Context: an optimization exercise on an open-source flow, tuned for small area and a short achievable clock period. The choices shown serve that exercise and are no tape-out recipe. Only simulation tests tie the RTL to the original design; equivalence was not proved.

==> flow/design.v (outline; a module is shown in full before it is edited, if it fits) <==
// module izhikevich: 5222 lines
module izhikevich (clk, a, b, c, d, v, u, i, v_prime, u_prime, fired);
  // ...
==> flow/flow/run.sh <==
#!/bin/bash
# Standard ORFS layout (the standard.sh, unchanged synthesis), with the
# timing-repair steps aiming for a larger setup slack than the default.
set -euo pipefail
bash standard.sh SETUP_SLACK_MARGIN=8 finish > standard_flow.log 2>&1
==> flow/standard.sh <==
#!/bin/bash
# synth_recipe.tcl (not shown) runs the flow's synth.tcl, then flattens the netlist and writes it again
# the make line also repeats each setting of config.mk as NAME=value (left out here)
make -C /OpenROAD-flow-scripts/flow DESIGN_CONFIG=/design/flow/config.mk WORK_HOME=/design/flow/orfs CLKGATE_MAP_FILE= SYNTH_SCRIPT=/design/flow/synth_recipe.tcl "${@:-finish}"
==> flow/config.mk <==
export PLATFORM = sky130hd
export DESIGN_NAME = izhikevich
export DESIGN_NICKNAME = izhikevich
export VERILOG_FILES = /design/flow/design.v
export SDC_FILE = /design/flow/constraint.sdc
export NUM_CORES = 4
export LEC_CHECK = 0
export ABC_AREA = 1
export CAP_MARGIN = 20
export CORE_MARGIN = 2
export CORE_UTILIZATION = 40
export SLEW_MARGIN = 20
==> flow/constraint.sdc <==
create_clock -name core_clock -period 24.0 [get_ports {clk}]
set_input_delay 4.8000 -clock core_clock [delete_from_list [all_inputs] [get_ports {clk}]]
set_output_delay 4.8000 -clock core_clock [all_outputs]
set_load 0.01 [all_outputs]
==> metrics.csv, run 1 <==
stage;metric;value;unit
grt;globalRouteMet1Util;31.8;%
sta;timing.hold.ws;5030;ps
layout;num_antenna_cells;1;
detailed_routing;via_per_inst;5.26;
synthesis;postSynthAreaPerCell;7.69;um2
clock_network;clk_pin_slew;70;ps
synthesis;synthCells;3598;
layout;num-multi-input-gates;2665;
grt;grtUsageMet3;1.93;%
synthesis;synth_top_cell_area_share;23.6;%
synthesis;synth_seq_cells;35;
sta;fin_setup_tns;0;ps
detailed_routing;wirelength_met1;37.9;mm
sta;worst_pin_slew;1160;ps
sta;finalHoldViolCount;0;
detailed_routing;met2WireLength;42.1;mm
sta;setup_viol;0;
run_status;outcome;complete, no violations;
synthesis;synth_common_cells;inv_1 (708), xor2_1 (435), nand2_1 (431);
synthesis;synth_warnings;1;
clock_network;h-tree-depth;2;
synthesis;synthXorXnorAreaFrac;17.9;%
place;place_congestion;0.907;
layout;n_all_inverters;750;
synthesis;synth_top_family_by_area;adder cells;
grt;grt_use_met2;39.8;%
synthesis;synth_most_common_cell;inv_1;
layout;final-clk-cell-share;0.504;%
==> run 2, diff against run 1 <==
==> flow/flow/run.sh (replaced) <==
#!/bin/bash
# Standard ORFS layout through the standard.sh, with two changes:
# no full/half-adder cell extraction in synthesis (ABC maps the adder logic
# to ordinary gates), and timing repair aiming for a larger setup slack.
set -euo pipefail
bash standard.sh ADDER_MAP_FILE= SETUP_SLACK_MARGIN=10 finish > standard_flow.log 2>&1
--- a/flow/config.mk
+++ b/flow/config.mk
@@ -9,4 +9,4 @@
 export CAP_MARGIN = 20
 export CORE_MARGIN = 2
-export CORE_UTILIZATION = 40
+export CORE_UTILIZATION = 55
 export SLEW_MARGIN = 20
==> run 2 against run 1 <==
Largest cell class unchanged. Core utilization rose by 11 points. Still clean. Critical path depth grew 5.
==> metrics.csv, run 2 <==
stage;metric;value;unit;change
synthesis;synth-edff-count;0;;unchanged
sta;setup_viol;0;;unchanged
sta;worst_pin_slew;1150;ps;was 1160 ps
floorplanning;coreArea;60400;um2;was 68,600 um2
detailed_routing;first_pass_iters;6;;was 8
setup_path;cp-start-kind;input pin;;unchanged
run_status;outcome;complete, no violations;;unchanged
clock_network;h-tree-depth;2;;unchanged
clock_network;clock-sinks;35;;unchanged
synthesis;synth-main-ff-cell;dfxtp_1;;unchanged
sta;clock.fmax;0.0758;GHz;was 0.0636 GHz
layout;nNetsFinal;7148;;was 4,632
clock_network;clockRootBuffer;clkbuf_16;;unchanged
sta;fin_setup_tns;0;ps;unchanged
setup_path;cpMostUsedCell;nand2_1;;was inv_1
grt;grt_pass1_vias;37100;;was 24,100
layout;syn_to_final_growth;7.10;%;was 21.0%
grt;grt_overflow_total;0;;unchanged
place;io_buffers;154;;unchanged
grt;track_usage;35.5;%;was 23.4%
setup_path;path_max_fanout;25;;was 22
synthesis;synth_common_cells;nand2_1 (3,085), nand3_1 (883), inv_1 (814);;was inv_1 (708), xor2_1 (435), nand2_1 (431)
setup_path;critPathArrivalTime;13430;ps;was 15,910 ps
detailed_routing;wl;116;mm;was 88.4 mm
synthesis;synth_area;33500;um2;was 27,700 um2
detailed_routing;avgRoutedWirePerCell;14.9;um;was 18.6 um
clock_network;clk_pin_slew;60;ps;was 70 ps
detailed_routing;drt_iter0_drc;3144;;was 1,995
sta;max_slew_margin;23.3;%;was 20.4%
detailed_routing;dr_total_vias;42700;;was 25,000
place;place_congestion;1.00;;was 0.907
synthesis;synth.area.top_cells;nand2_1 (35%), nand3_1 (13%), xor2_1 (10%);;was fa_1 (24%), ha_1 (16%), xor2_1 (14%)
clock_network;cts_buffers;5;;unchanged
min_path;holdCritPathClass;input pin to flop;;unchanged
job;max-cap-violations;0;;unchanged
synthesis;synthArstFlopShare;0;%;unchanged
floorplanning;dieArea;63000;um2;was 71,300 um2
floorplanning;die_w;251;um;was 267 um
synthesis;yosysSeqAreaShare;2.09;%;was 2.53%
sta;timing.hold.ws;5060;ps;was 5030 ps
setup_path;endpoint_kind;flop;;unchanged
grt;grt_max_degree;36;;was 40
layout;final_cell_mix;nand2_1 (3,080), nand3_1 (881), inv_1 (811);;was inv_1 (678), xor2_1 (420), nand2_1 (415)
synthesis;synth_most_common_cell;nand2_1;;was inv_1
clock_network;cts.path.max_buffers;2;;unchanged
detailed_routing;drtAntennaViolNets;0;;unchanged
floorplanning;core.rowCount;90;;was 96
detailed_routing;via_per_inst;5.46;;was 5.26
setup_path;cp.required;24230;ps;was 24,180 ps
synthesis;yosysUniqueCellTypes;66;;was 67
synthesis;synth_seq_cells;35;;unchanged
sta;rsz0062_at_grt;no;;was yes
synthesis;postSynthAreaPerCell;4.80;um2;was 7.69 um2
layout;mostFrequentLayoutCell;nand2_1;;was inv_1
floorplanning;start_util;55.5;%;was 40.4%
setup_path;worstSetupPathType;input pin to flop;;unchanged
synthesis;synth_top_cell_area_share;34.5;%;was 23.6%
layout;num_antenna_cells;0;;was 1
sta;post-route-period-util;55.0;%;was 65.5%
floorplanning;io_pins;155;;unchanged
setup_path;max_stage_delay;450;ps;was 590 ps
clock_network;cts_tree;done;;unchanged
synthesis;syn_nets;7107;;was 4,404
setup_path;cp_slowest_cell;clkdlybuf4s50_1;;was fa_1
layout;reg_top3;u_prime x17, v_prime x17, fired x1;;unchanged
sta;final_max_slew_viol_count;0;;unchanged
grt;grt_first_pass_wirelength;185;mm;was 132 mm
layout;drive_gt1_share;5.41;%;was 16.4%
place;post-dp-hpwl;92.0;mm;was 67.2 mm
synthesis;synthCells;6987;;was 3,598
floorplanning;die_y;251;um;was 267 um
grt;antenna_found_initial;1;;was 2
synthesis;yosysTopAreaCell;nand2_1;;was fa_1
synthesis;synth_warnings;1;;unchanged
detailed_routing;drcViolationCount;0;;unchanged
sta;finalHoldViolCount;0;;unchanged
sta;period_needed;13200;ps;was 15,720 ps
run 2: cell count changes after synthesis, sizes merged, moves of 94 or more:
cell	before	now
nand2	475	3159
nand3	107	907
ha	359	0
fa	327	0
nor2	130	384
o22ai	305	98
o21ai	86	242
inv	737	875
buf	39	133
run 2: routing by layer:
metal	GRT usage (%)	vias up	routed length (um)	part of all wire, %
li1	-	22100	-	-
met1	44.4	18500	48500	42
met2	61.0	1660	52200	45
met3	3.69	371	9190	7.9
met4	16.9	2	6360	5.5
met5	0	-	11	0.0095
run 2: path summary, 6_finish.rpt:
| kind | startpoint | end | slack (ps) | depth (start not counted) |
|---|---|---|---|---|
| max | b[3] | u_prime[10] | 10800 | 59 |
| min | c[11] | v_prime[11] | 5060 | 3 |
run 2: area by class of cell:
cell class / count / area, um2
Clock buffer: 6 / 139
Fill cell: 6622 / 24400
Clock inverter: 2 / 38.8
Multi-Input combinational cell: 5883 / 28700
Timing Repair Buffer: 216 / 2010
Sequential cell: 35 / 701
Inverter: 887 / 3360
Tap cell: 782 / 978
run 2: kinds of logic (layout without fill, tap and decap cells):
group           count (synthesis)  after routing  share of synthesized area [%]
simple gates                 4750           4750                           60.3
buf+inv                      1069           1111                           12.7
compound gates                598            598                           10.7
xor+xnor                      533            533                           14.2
flops                          35             35                           2.09
mux                             2              2                         0.0634
run 2: timing repair:
item,CTS,global route
hold buffers,0,0
resized for setup,0,51
buffers inserted,0,11
endpoints found under the setup margin,0,34
hold endpoints to repair,0,0
run 2: worst max-delay path: cells and delay by family:
kind | cells | cell delay (ps)
XOR/XNOR | 1 | 190
AO/OA/AOI/OAI | 7 | 1640
AND/OR/NAND/NOR | 42 | 5060
buffers and inverters | 9 | 1680
run 2: per-stage QoR:
stage / util (%) / cells / instance area, um2 / setup slack [ps]
after global placement: 58.8 / 7791 / 35500 / 10070
after detailed placement: 58.8 / 7792 / 35500 / 9970
after CTS: 59.1 / 7800 / 35700 / 10240
final: 59.5 / 7811 / 35900 / 10800
after floorplan: - / 6987 / 33500 / 12980
after global routing: 59.5 / 7811 / 35900 / 10010
==> run 3, diff against run 2 <==
--- a/flow/config.mk
+++ b/flow/config.mk
@@ -9,4 +9,4 @@
 export CAP_MARGIN = 20
 export CORE_MARGIN = 2
-export CORE_UTILIZATION = 55
+export CORE_UTILIZATION = 50
 export SLEW_MARGIN = 20
==> run 3 against run 2 <==
Still clean. Worst setup slack gained 39 ps. Wire length is 3.1% higher. Core utilization is 4.6 points lower. Global-route usage fell by 2.3 points. Sequential share of layout area barely moved. First-iteration DRC count grew 3.3%. Final area is 1.0% higher. Fmax up 0.30%.
==> metrics.csv, run 3 <==
stage;metric;value;unit;change
synthesis;synth_warnings;1;;unchanged
clock_network;clock-sinks;35;;unchanged
place;io_buffers;154;;unchanged
detailed_routing;drt_iter0_drc;3248;;was 3,144
floorplanning;die_y;263;um;was 251 um
sta;setup_viol;0;;unchanged
setup_path;path_max_fanout;17;;was 25
synthesis;yosysUniqueCellTypes;66;;unchanged
grt;track_usage;33.2;%;was 35.5%
min_path;holdCritPathClass;input pin to flop;;unchanged
detailed_routing;avgRoutedWirePerCell;15.1;um;was 14.9 um
sta;final_max_slew_viol_count;0;;unchanged
floorplanning;coreArea;66100;um2;was 60,400 um2
floorplanning;io_pins;155;;unchanged
detailed_routing;drtAntennaViolNets;0;;unchanged
layout;seqCellArea;701;um2;unchanged
layout;post-route-util;54.9;%;was 59.5%
floorplanning;die_w;263;um;was 251 um
clock_network;cts_buffers;5;;unchanged
synthesis;syn_nets;7107;;unchanged
clock_network;cts_hold_buf;0;;unchanged
sta;fin_setup_tns;0;ps;unchanged
detailed_routing;wl;120;mm;was 116 mm
layout;reg_top3;u_prime x17, v_prime x17, fired x1;;unchanged
setup_path;cpMostUsedCell;nand2_1;;unchanged
clock_network;h-tree-depth;2;;unchanged
clock_network;cts_tree;done;;unchanged
setup_path;cp-start-kind;input pin;;unchanged
floorplanning;dieArea;69100;um2;was 63,000 um2
synthesis;synth_common_cells;nand2_1 (3,085), nand3_1 (883), inv_1 (814);;unchanged
clock_network;cts.path.max_buffers;2;;unchanged
layout;nNetsFinal;7168;;was 7,148
synthesis;yosysTopAreaCell;nand2_1;;unchanged
grt;grt_max_degree;34;;was 36
place;pre_cts_slack;9600;ps;was 9970 ps
layout;num_antenna_cells;0;;unchanged
grt;grt_overflow_total;0;;unchanged
sta;rsz0062_at_grt;no;;unchanged
synthesis;yosysSeqAreaShare;2.09;%;unchanged
synthesis;synthArstFlopShare;0;%;unchanged
layout;drive_gt1_share;5.69;%;was 5.41%
detailed_routing;dr_total_vias;42400;;was 42,700
detailed_routing;first_pass_iters;7;;was 6
sta;post-route-period-util;54.8;%;was 55.0%
synthesis;synth-edff-count;0;;unchanged
job;max-cap-violations;0;;unchanged
run_status;outcome;complete, no violations;;unchanged
synthesis;synthCells;6987;;unchanged
grt;grt_first_pass_wirelength;190;mm;was 185 mm
synthesis;synth.area.top_cells;nand2_1 (35%), nand3_1 (13%), xor2_1 (10%);;unchanged
setup_path;max_stage_delay;670;ps;was 450 ps
setup_path;cp_slowest_cell;dlymetal6s2s_1;;was clkdlybuf4s50_1
floorplanning;core.rowCount;94;;was 90
place;post-dp-hpwl;94.4;mm;was 92.0 mm
layout;multi_input_area;28800;um2;was 28,700 um2
floorplanning;start_util;50.7;%;was 55.5%
synthesis;synth_area;33500;um2;unchanged
layout;mostFrequentLayoutCell;nand2_1;;unchanged
detailed_routing;drcViolationCount;0;;unchanged
sta;fin_ws;10840;ps;was 10,800 ps
synthesis;synth_seq_cells;35;;unchanged
sta;clock.fmax;0.0760;GHz;was 0.0758 GHz
setup_path;worstSetupPathType;input pin to flop;;unchanged
place;place_congestion;0.967;;was 1.00
clock_network;clockRootBuffer;clkbuf_16;;unchanged
sta;worst_pin_slew;1130;ps;was 1150 ps
layout;nFillCells;7350;;was 6,622
sta;period_needed;13160;ps;was 13,200 ps
setup_path;endpoint_kind;flop;;unchanged
sta;max_slew_margin;24.4;%;was 23.3%
grt;antenna_found_initial;0;;was 1
synthesis;synth_most_common_cell;nand2_1;;unchanged
layout;final_cell_mix;nand2_1 (3,080), nand3_1 (881), inv_1 (811);;unchanged
detailed_routing;via_per_inst;5.36;;was 5.46
setup_path;cp.required;24200;ps;was 24,230 ps
sta;finalHoldViolCount;0;;unchanged
synthesis;postSynthAreaPerCell;4.80;um2;unchanged
synthesis;synth-main-ff-cell;dfxtp_1;;unchanged
clock_network;clk_pin_slew;60;ps;about the same
synthesis;synth_top_cell_area_share;34.5;%;unchanged
layout;syn_to_final_growth;8.21;%;was 7.10%
setup_path;critPathArrivalTime;13360;ps;was 13,430 ps
grt;grt_pass1_vias;37300;;was 37,100
==> run 3: repair_timing <==
item,4_1_cts,5_1_grt
cloned,0,1
resized for setup,2,73
buffers inserted,0,26
pin swaps,0,6
setup endpoints to repair,14,34
endpoints found under the hold margin,0,0
==> run 3: stage by stage <==
step | area [um2] | hold WS [ps] | instances
finish | 36300 | 5070 | 7912
global route | 36300 | 5090 | 7912
CTS | 35800 | 5070 | 7885
detailed placement | 35600 | 5360 | 7878
global placement | 35600 | 5360 | 7878
floorplan | 33500 | 4900 | 6987
==> run 3: cell families (layout without fill, tap and decap cells) <==
group                     Yosys count  count (layout)  synth area share [%]
muxes                               2               2                0.0634
DFF                                35              35                  2.09
AOI/OAI and AO/OA                 598             598                  10.7
buffers and inverters            1069            1130                  12.7
xor gates and xnor gates          533             533                  14.2
and+or+nand+nor                  4750            4750                  60.3
==> run 3: metal layers <==
| layer | vias up | routed length, um | global-route usage (%) | share of wire [%] |
|---|---|---|---|---|
| met1 | 18500 | 52700 | 43.4 | 44 |
| met4 | 0 | 5390 | 13.5 | 4.5 |
| met5 | - | 0 | 0 | 0 |
| met2 | 1429 | 53400 | 56.3 | 45 |
| li1 | 22200 | - | - | - |
| met3 | 280 | 8320 | 2.52 | 6.9 |
==> run 3: area by class of cell <==
| cell class | count | area share (%) |
|---|---|---|
| flip-flops and latches | 35 | 1.93 |
| well taps | 864 | 2.98 |
| multi-input cells | 5883 | 79.3 |
| repair buffers | 236 | 6.10 |
| clock inverters | 1 | 0.0138 |
| inverters | 887 | 9.30 |
| clock buffers | 6 | 0.383 |
==> run 3: path summary, 6_finish.rpt <==
path | startpoint | to | slack (ps) | cells past startpoint
max | v[5] | u_prime[11] | 10840 | 61
min | c[8] | v_prime[8] | 5070 | 3
==> run 3: critical path: cells and delay by family <==
family	cells	cell delay, ps
XOR/XNOR	1	180
AO/OA/AOI/OAI	5	1020
buffers and inverters	7	1880
AND/OR/NAND/NOR	48	5460
==> run 4, diff against run 3 <==
--- a/flow/config.mk
+++ b/flow/config.mk
@@ -9,4 +9,4 @@
 export CAP_MARGIN = 20
 export CORE_MARGIN = 2
-export CORE_UTILIZATION = 50
+export CORE_UTILIZATION = 40
 export SLEW_MARGIN = 20
==> run 4 against run 3 <==
Still clean. Die area rose by 25%. Synthesized area did not move. Worst setup slack improved by 30 ps. Core utilization fell by 11 points. Critical path type unchanged.
==> metrics.csv, run 4 <==
stage;metric;value;unit;change
run_status;outcome;complete, no violations;;unchanged
floorplanning;die_y;294;um;was 263 um
layout;reg_top3;u_prime x17, v_prime x17, fired x1;;unchanged
place;placed_cell_area;35900;um2;was 35,600 um2
floorplanning;dieArea;86200;um2;was 69,100 um2
setup_path;critPathArrivalTime;13300;ps;was 13,360 ps
grt;grt_overflow_total;0;;unchanged
layout;seqCellArea;701;um2;unchanged
sta;fin_ws;10870;ps;was 10,840 ps
sta;max_slew_margin;25.5;%;was 24.4%
grt;grt_pass1_vias;38600;;was 37,300
job;max-cap-violations;0;;unchanged
synthesis;synth-main-ff-cell;dfxtp_1;;unchanged
setup_path;cp-start-kind;input pin;;unchanged
layout;drive_gt1_share;5.93;%;was 5.69%
synthesis;synth.area.top_cells;nand2_1 (35%), nand3_1 (13%), xor2_1 (10%);;unchanged
synthesis;synth_top_cell_area_share;34.5;%;unchanged
layout;final_cell_mix;nand2_1 (3,073), nand3_1 (880), inv_1 (810);;was nand2_1 (3,080), nand3_1 (881), inv_1 (811)
synthesis;synthArstFlopShare;0;%;unchanged
grt;antenna_found_initial;0;;unchanged
synthesis;yosysUniqueCellTypes;66;;unchanged
layout;nNetsFinal;7170;;was 7,168
synthesis;synth_most_common_cell;nand2_1;;unchanged
clock_network;clock-sinks;35;;unchanged
min_path;holdCritPathClass;input pin to flop;;unchanged
sta;setup_viol;0;;unchanged
place;pre_cts_slack;9850;ps;was 9600 ps
place;post-dp-hpwl;99.5;mm;was 94.4 mm
floorplanning;core.rowCount;106;;was 94
detailed_routing;wl;126;mm;was 120 mm
layout;num_antenna_cells;0;;unchanged
synthesis;synth_common_cells;nand2_1 (3,085), nand3_1 (883), inv_1 (814);;unchanged
grt;track_usage;28.4;%;was 33.2%
clock_network;clockRootBuffer;clkbuf_16;;unchanged
synthesis;synth-edff-count;0;;unchanged
sta;fin_setup_tns;0;ps;unchanged
detailed_routing;drt_iter0_drc;3563;;was 3,248
detailed_routing;drtAntennaViolNets;0;;unchanged
synthesis;postSynthAreaPerCell;4.80;um2;unchanged
layout;syn_to_final_growth;9.12;%;was 8.21%
synthesis;synth_area;33500;um2;unchanged
sta;clock.fmax;0.0762;GHz;was 0.0760 GHz
clock_network;h-tree-depth;2;;unchanged
synthesis;yosysSeqAreaShare;2.09;%;unchanged
layout;mostFrequentLayoutCell;nand2_1;;unchanged
layout;multi_input_area;28800;um2;about the same
grt;grt_max_degree;36;;was 34
detailed_routing;dr_total_vias;42800;;was 42,400
synthesis;syn_nets;7107;;unchanged
setup_path;path_max_fanout;28;;was 17
synthesis;yosysTopAreaCell;nand2_1;;unchanged
synthesis;synth_warnings;1;;unchanged
floorplanning;die_w;294;um;was 263 um
sta;final_max_slew_viol_count;0;;unchanged
grt;grt_first_pass_wirelength;199;mm;was 190 mm
floorplanning;io_pins;155;;unchanged
sta;finalHoldViolCount;0;;unchanged
layout;nFillCells;9517;;was 7,350
detailed_routing;first_pass_iters;8;;was 7
synthesis;synthCells;6987;;unchanged
sta;period_needed;13130;ps;was 13,160 ps
clock_network;cts_tree;done;;unchanged
detailed_routing;drcViolationCount;0;;unchanged
setup_path;endpoint_kind;flop;;unchanged
detailed_routing;avgRoutedWirePerCell;15.5;um;was 15.1 um
sta;rsz0062_at_grt;no;;unchanged
clock_network;clk_pin_slew;60;ps;about the same
layout;fin_area;36600;um2;was 36,300 um2
setup_path;cp.required;24170;ps;was 24,200 ps
setup_path;worstSetupPathType;input pin to flop;;unchanged
floorplanning;coreArea;83300;um2;was 66,100 um2
synthesis;synth_seq_cells;35;;unchanged
clock_network;cts.path.max_buffers;2;;unchanged
clock_network;cts_hold_buf;0;;unchanged
sta;worst_pin_slew;1110;ps;was 1130 ps
detailed_routing;via_per_inst;5.26;;was 5.36
sta;post-route-period-util;54.7;%;was 54.8%
setup_path;max_stage_delay;470;ps;was 670 ps
floorplanning;start_util;40.3;%;was 50.7%
setup_path;cpMostUsedCell;nand2_1;;unchanged
place;io_buffers;154;;unchanged
clock_network;cts_buffers;5;;unchanged
place;place_congestion;0.988;;was 0.967
setup_path;cp_slowest_cell;clkdlybuf4s50_1;;was dlymetal6s2s_1
-- run 4: cell counts after synthesis --
Identical to the previous run, type by type.
-- run 4: layout make-up --
type | instances | share of cell area (%)
clock inverter | 1 | 0.0137
inverter | 887 | 9.23
timing repair buffer | 237 | 6.06
timing repair inverter | 1 | 0.0137
clock buffer | 6 | 0.380
sequential | 35 | 1.92
multi-input combinational | 5883 | 78.7
tap | 1080 | 3.69
-- run 4: worst paths after layout --
path  startpoint          end  cells past startpoint
min        c[16]  v_prime[16]                      3
max         v[7]   v_prime[2]                     54
-- run 4: repair_timing --
item	4_1_cts	5_1_grt
setup buffers	0	28
endpoints found under the setup margin	0	35
gates resized for setup	0	83
hold endpoints to repair	0	0
-- run 4: kinds of logic after synthesis --
group	synth area share (%)
XOR/XNOR	14.2
flip-flops	2.09
AND/OR/NAND/NOR	60.3
multiplexers	0.0634
AO/OA/AOI/OAI	10.7
buffers and inverters	12.7
-- run 4: metal layers --
layer / vias up / share of wire [%] / GRT usage (%)
met4: 0 / 4.5 / 11.6
met2: 1492 / 46 / 48.8
met3: 305 / 7.0 / 2.28
li1: 22200 / - / -
met5: - / 0 / 0
met1: 18800 / 43 / 36.4
-- run 4: stage by stage --
step | std cells | util, % | hold WS, ps
2_1_floorplan | 6987 | - | 4900
3_3_place_gp | 8094 | 43.1 | 5360
3_5_place_dp | 8094 | 43.1 | 5350
4_1_cts | 8101 | 43.3 | 5050
5_1_grt | 8130 | 43.9 | 5060
6_report | 8130 | 43.9 | 5060
-- run 4: critical path: cells and delay by family --
| family | cells | cell delay [ps] |
|---|---|---|
| xor gates and xnor gates | 3 | 810 |
| and+or+nand+nor | 37 | 4800 |
| buffers and inverters | 9 | 1920 |
| AOI/OAI and AO/OA | 5 | 940 |
==> run 5, diff against run 4 <==
--- a/flow/flow/run.sh
+++ b/flow/flow/run.sh
@@ -4,3 +4,3 @@
 # to ordinary gates), and timing repair aiming for a larger setup slack.
 set -euo pipefail
-bash standard.sh ADDER_MAP_FILE= SETUP_SLACK_MARGIN=10 finish > standard_flow.log 2>&1
+bash standard.sh ADDER_MAP_FILE= SETUP_SLACK_MARGIN=10.5 finish > standard_flow.log 2>&1
--- a/flow/config.mk
+++ b/flow/config.mk
@@ -9,4 +9,4 @@
 export CAP_MARGIN = 20
 export CORE_MARGIN = 2
-export CORE_UTILIZATION = 40
+export CORE_UTILIZATION = 50
 export SLEW_MARGIN = 20
==> run 5 against run 4 <==
First-iteration DRC count fell by 4.2%. Synthesized cell count unchanged. Final area grew 1.5%. Sequential cell count unchanged. Count of clock-buffer cells in the layout unchanged. Core utilization grew 12 points. Final cell count down 2.2%. Global-route usage is 4.9 points higher. Via count shrank 0.47%.
==> metrics.csv, run 5 <==
stage;metric;value;unit;change
run_status;outcome;complete, no violations;;unchanged
place;post-dp-hpwl;94.4;mm;was 99.5 mm
detailed_routing;drcViolationCount;0;;unchanged
place;io_buffers;154;;unchanged
sta;worst_pin_slew;1160;ps;was 1110 ps
setup_path;path_max_fanout;25;;was 28
clock_network;cts.path.max_buffers;2;;unchanged
layout;syn_to_final_growth;10.8;%;was 9.12%
grt;antenna_found_initial;0;;unchanged
floorplanning;die_y;263;um;was 294 um
synthesis;postSynthAreaPerCell;4.80;um2;unchanged
layout;nFillCells;7273;;was 9,517
synthesis;synth_seq_cells;35;;unchanged
job;max-cap-violations;0;;unchanged
synthesis;yosysUniqueCellTypes;66;;unchanged
clock_network;clockRootBuffer;clkbuf_16;;unchanged
setup_path;cp-start-kind;input pin;;unchanged
synthesis;synth_common_cells;nand2_1 (3,085), nand3_1 (883), inv_1 (814);;unchanged
sta;clock.fmax;0.0784;GHz;was 0.0762 GHz
detailed_routing;drtAntennaViolNets;0;;unchanged
clock_network;cts_hold_buf;0;;unchanged
clock_network;cts_buffers;5;;unchanged
synthesis;synth_warnings;1;;unchanged
layout;reg_top3;u_prime x17, v_prime x17, fired x1;;unchanged
layout;final_cell_mix;nand2_1 (3,057), nand3_1 (867), inv_1 (806);;was nand2_1 (3,073), nand3_1 (880), inv_1 (810)
layout;num_antenna_cells;0;;unchanged
setup_path;endpoint_kind;flop;;unchanged
synthesis;synth-main-ff-cell;dfxtp_1;;unchanged
detailed_routing;first_pass_iters;7;;was 8
sta;max_slew_margin;22.4;%;was 25.5%
sta;post-route-period-util;53.1;%;was 54.7%
detailed_routing;via_per_inst;5.36;;was 5.26
layout;post-route-util;56.2;%;was 43.9%
layout;nNetsFinal;7209;;was 7,170
synthesis;synth_most_common_cell;nand2_1;;unchanged
place;place_congestion;0.967;;was 0.988
layout;mostFrequentLayoutCell;nand2_1;;unchanged
synthesis;yosysSeqAreaShare;2.09;%;unchanged
grt;grt_overflow_total;0;;unchanged
sta;fin_setup_tns;0;ps;unchanged
floorplanning;start_util;50.7;%;was 40.3%
grt;grt_pass1_vias;37400;;was 38,600
sta;final_max_slew_viol_count;0;;unchanged
sta;finalHoldViolCount;0;;unchanged
synthesis;yosysTopAreaCell;nand2_1;;unchanged
synthesis;synth-edff-count;0;;unchanged
synthesis;syn_nets;7107;;unchanged
floorplanning;dieArea;69100;um2;was 86,200 um2
floorplanning;core.rowCount;94;;was 106
synthesis;synth_top_cell_area_share;34.5;%;unchanged
layout;drive_gt1_share;7.39;%;was 5.93%
sta;rsz0062_at_grt;no;;unchanged
grt;grt_max_degree;34;;was 36
grt;track_usage;33.2;%;was 28.4%
clock_network;clock-sinks;35;;unchanged
detailed_routing;dr_total_vias;42600;;was 42,800
setup_path;cpMostUsedCell;nand2_1;;unchanged
clock_network;cts_tree;done;;unchanged
setup_path;max_stage_delay;530;ps;was 470 ps
setup_path;critPathArrivalTime;12930;ps;was 13,300 ps
floorplanning;io_pins;155;;unchanged
sta;period_needed;12750;ps;was 13,130 ps
synthesis;synthArstFlopShare;0;%;unchanged
sta;timing.hold.ws;5070;ps;was 5060 ps
grt;grt_first_pass_wirelength;190;mm;was 199 mm
floorplanning;coreArea;66100;um2;was 83,300 um2
setup_path;cp_slowest_cell;clkdlybuf4s50_1;;unchanged
setup_path;worstSetupPathType;input pin to flop;;unchanged
clock_network;h-tree-depth;2;;unchanged
detailed_routing;avgRoutedWirePerCell;15.2;um;was 15.5 um
detailed_routing;drt_iter0_drc;3414;;was 3,563
clock_network;clk_pin_slew;60;ps;about the same
synthesis;synth.area.top_cells;nand2_1 (35%), nand3_1 (13%), xor2_1 (10%);;unchanged
min_path;holdCritPathClass;input pin to flop;;unchanged
synthesis;synth_area;33500;um2;unchanged
setup_path;cp.required;24180;ps;was 24,170 ps
synthesis;synthCells;6987;;unchanged
detailed_routing;wl;121;mm;was 126 mm
floorplanning;die_w;263;um;was 294 um
sta;setup_viol;0;;unchanged
==> run 5: final cells by class <==
type | count | area, um2 | share of cell area (%)
tap | 864 | 1080 | 2.91
clock buffer | 6 | 139 | 0.374
timing repair buffer | 275 | 2620 | 7.04
multi-input combinational | 5884 | 29200 | 78.5
sequential | 35 | 701 | 1.89
clock inverter | 1 | 5.00 | 0.0135
timing repair inverter | 1 | 7.51 | 0.0202
inverter | 887 | 3430 | 9.23
==> run 5: path summary, 6_finish.rpt <==
kind	start	to	slack, ps	cells past startpoint
setup / recovery	b[3]	u_prime[15]	11250	64
hold / removal	c[8]	v_prime[8]	5070	3
==> run 5: metrics by stage <==
stage,std cells,instance area [um2],worst slack (ps)
after floorplan,6987,33500,12980
after global placement,7878,35600,9770
after detailed placement,7878,35600,9600
after CTS,7888,35800,10590
after global routing,7953,37200,10440
final,7953,37200,11250
==> run 5: repair_timing <==
action | in CTS | in global routing
setup buffers | 3 | 61
gates resized for setup | 11 | 226
endpoints found under the setup margin | 16 | 35
endpoints found under the hold margin | 0 | 0
pin swaps | 2 | 23
cloned | 0 | 4
==> run 5: per-layer routing <==
metal  vias to the layer above  GRT usage, %  share of wire [%]
met4                         0          13.7                4.5
met1                     18500          43.3                 43
met5                         -             0                  0
met2                      1542          56.4                 45
li1                      22200             -                  -
met3                       311          2.52                7.3
==> run 5: logic make-up (layout without fill, tap and decap cells) <==
logic type                Yosys count  in the layout  synth area share, %
DFF                                35             35                 2.09
xor gates and xnor gates          533            533                 14.2
and+or+nand+nor                  4750           4751                 60.3
muxes                               2              2               0.0634
AOI/OAI and AO/OA                 598            598                 10.7
buffers and inverters            1069           1170                 12.7
==> run 5: worst max-delay path, delay by kind of cell <==
kind / cells / cell delay (ps)
and+or+nand+nor: 49 / 5510
buffers and inverters: 9 / 1480
xor gates and xnor gates: 3 / 620
AOI/OAI and AO/OA: 3 / 490

## re-timing with driven ports
How much do the figures lean on ideal ports? The routed layouts below were timed once more, with nothing changed but the port constraints.
Step 1, drivers: a clkbuf_16 drives clk and a buf_2 each remaining input, both assumed.
Step 2 adds t to the input delays and takes it off the output delays; t is the mean of the earliest and latest rising clock arrival at the registers after step 1. Input paths then give back, and output paths get back, about the clock's delay inside the block.
Three values: no drivers, after step 1, after step 2; two values: the first two.
| run | t, ns | setup slack, ns | worst slew at a driven data input, ns |
|---|---|---|---|
| run 1 | 0.320 | 8.276 / 8.281 / 7.962 | 0.08 |
| run 2 | 0.315 | 10.800 / 10.812 / 10.497 | 0.07 |
| run 3 | 0.310 | 10.839 / 10.854 / 10.544 | 0.07 |
| run 4 | 0.311 | 10.869 / 10.876 / 10.565 | 0.06 |
| run 5 | 0.311 | 11.248 / 11.259 / 10.948 | 0.07 |
After both steps setup and hold are still met in every run listed. For run 1, which loses most, drivers alone change the setup slack by +0.005 ns; drivers and shift together by -0.314 ns.
